From an optimization exercise on the open Yosys and OpenROAD flow, aimed at small area, a short achievable clock period and few clock cycles per item; shortcuts taken in it are not production practice.
RTL that was checked went through simulation tests only; none was proved equivalent to the original.

==> flow/design.v (excerpt) <==
module cordic_final (
    input  wire        clk,
    input  wire        rst_n,
    input  wire        start,
    input  wire [31:0] x_in,
    input  wire        func_select,
    output wire        busy,
    output reg         done,
    output wire [32:0] result
);
Settings: LEC_CHECK=0, CAP_MARGIN=20, CORE_MARGIN=2, CORE_UTILIZATION=40, CTS_CLUSTER_DIAMETER=80, CTS_CLUSTER_SIZE=28, SLEW_MARGIN=20; clock period 12.0 ns.
standard.sh (not shown) runs the stock make flow with config.mk's settings and CLKGATE_MAP_FILE= SYNTH_SCRIPT=/design/flow/synth_recipe.tcl, a recipe that flattens the netlist after the stock synthesis.
==> flow/flow/run.sh <==
#!/bin/bash
set -euo pipefail
bash standard.sh SETUP_SLACK_MARGIN=8.5 finish > standard_flow.log 2>&1
Change:
--- a/flow/design.v
+++ b/flow/design.v
@@ -1309,33 +1309,43 @@
     wire mu_279 = mu_246c | mu_247s;
     wire mu_280s, mu_280c;
     cf_fa u_mu_280 (.a(mu_247c), .b(mu_248s), .c(mu_139), .s(mu_280s), .co(mu_280c));
     wire mu_281 = ~(mu_248c ^ mu_249);
     wire mu_282 = mu_248c | mu_249;
     wire mu_283s, mu_283c;
     cf_fa u_mu_283 (.a(mu_250), .b(mu_251), .c(mu_145), .s(mu_283s), .co(mu_283c));
     wire mu_284 = ~(mu_252 ^ mu_142);
     wire mu_285 = mu_252 | mu_142;
-    reg [29:0] mra;
-    always @(posedge clk) mra <= {mu_283c, mu_282, mu_280c, mu_279, mu_277c, mu_276c, mu_275c, mu_274c, mu_273c, mu_272c, mu_271c, mu_270c, mu_269c, mu_268c, mu_267c, mu_266c, mu_265c, mu_264c, mu_263c, mu_262c, mu_261c, mu_260c, mu_259c, mu_258c, mu_257c, mu_256, mu_254, mu_253, mu_2, mu_1};
-    reg [29:0] mrb;
-    always @(posedge clk) mrb <= {mu_284, mu_283s, mu_281, mu_280s, mu_278, mu_277s, mu_276s, mu_275s, mu_274s, mu_273s, mu_272s, mu_271s, mu_270s, mu_269s, mu_268s, mu_267s, mu_266s, mu_265s, mu_264s, mu_263s, mu_262s, mu_261s, mu_260s, mu_259s, mu_258s, mu_257s, mu_255, bneg[1], 1'b0, bneg[0]};
+    wire [9:0] mla = {mu_261c, mu_260c, mu_259c, mu_258c, mu_257c, mu_256, mu_254, mu_253, mu_2, mu_1};
+    wire [9:0] mlb = {mu_262s, mu_261s, mu_260s, mu_259s, mu_258s, mu_257s, mu_255, bneg[1], 1'b0, bneg[0]};
+    wire [10:0] mls = {1'b0, mla} + {1'b0, mlb};    
+    reg [19:0] mra;
+    always @(posedge clk) mra <= {mu_283c, mu_282, mu_280c, mu_279, mu_277c, mu_276c, mu_275c, mu_274c, mu_273c, mu_272c, mu_271c, mu_270c, mu_269c, mu_268c, mu_267c, mu_266c, mu_265c, mu_264c, mu_263c, mu_262c};
+    reg [19:0] mrb;
+    always @(posedge clk) mrb <= {mu_284, mu_283s, mu_281, mu_280s, mu_278, mu_277s, mu_276s, mu_275s, mu_274s, mu_273s, mu_272s, mu_271s, mu_270s, mu_269s, mu_268s, mu_267s, mu_266s, mu_265s, mu_264s, mu_263s};
+    reg [0:0] mrc;
+    always @(posedge clk) mrc <= mls[10];
     reg [0:0] fsr_p14;
     always @(posedge clk) fsr_p14 <= fsr_p13;
-    wire [29:0] fp = mra + mrb;
+    wire [19:0] fph = mra + mrb + {19'd0, mrc};
+    wire [29:0] fp = {fph, 10'd0};
     wire [14:0] rr = fsr_p14 ? fp[28:14] : fp[29:15];
     reg [14:0] res;
     always @(posedge clk) res <= rr;
     reg [0:0] rsa;
     always @(posedge clk) rsa <= fsr_p14 & fp[28];
     reg [0:0] rsb;
     always @(posedge clk) rsb <= fsr_p14 & fp[29];
-    assign result = {{6{rsb}}, {6{rsa}}, {7{res[14]}}, res[13:0]};
+    reg [0:0] rsc;
+    always @(posedge clk) rsc <= fsr_p14 & fp[28] & fp[29];
+    reg [0:0] rsd;
+    always @(posedge clk) rsd <= fsr_p14 & (fp[28] | fp[29]);
+    assign result = {{5{rsd}}, {5{rsc}}, {4{rsb}}, {4{rsa}}, res};
     reg [13:0] vld;
     always @(posedge clk or negedge rst_n) begin
         if (!rst_n) begin vld <= 0; done <= 1'b0; end
         else begin vld <= {vld[12:0], start}; done <= vld[13]; end
     end
 endmodule
 (* keep_hierarchy = "yes", use_dsp = "yes" *)
 module cf_fa (input wire a, input wire b, input wire c, output wire s, output wire co);
     assign s = a ^ b ^ c;
After rerunning: The new run finished clean. Worst setup slack is better by 0.12 ns. Synthesized cell count is about the same. Cell area is lower by about 1.4%. Register-to-register slack degrades by 0.04 ns. Global-route usage grows by 0.12 points. Synthesized area falls by 0.78%. Wire length barely changes. Flip-flop and latch count went down by 16.
Testbench counts after the change, summed over its fixed seeds: cycles 2,168, items 2,048.
Only the layout flow was run in the first run of this note; the RTL was not checked for function there.

-- separate check: timing with driven ports --
How much do the figures lean on ideal ports? The routed layouts below were timed once more, with nothing changed but the port constraints.
Step 1 sets driving cells, clkbuf_16 on the clock port and buf_2 on the other inputs (assumed; they add their load-dependent delay and slew).
Step 2 adds t to the input delays and takes it off the output delays; t is the mean of the earliest and latest rising clock arrival at the registers after step 1. Input paths then give back, and output paths get back, about the clock's delay inside the block.
a / b / c = ideal ports / drivers / drivers and shift; a / b = the first two.
run	shift t [ns]	setup slack, ns	latest minus earliest clock arrival (ns)
the first run	0.672	8.366 / 8.305 / 8.056	0.048 / 0.049
the second run	0.671	8.487 / 8.423 / 8.058	0.034 / 0.033
After both steps setup and hold are still met in every run listed. The setup slack of the second run, which loses most, moves by -0.064 ns with the drivers and by -0.429 ns with both steps.
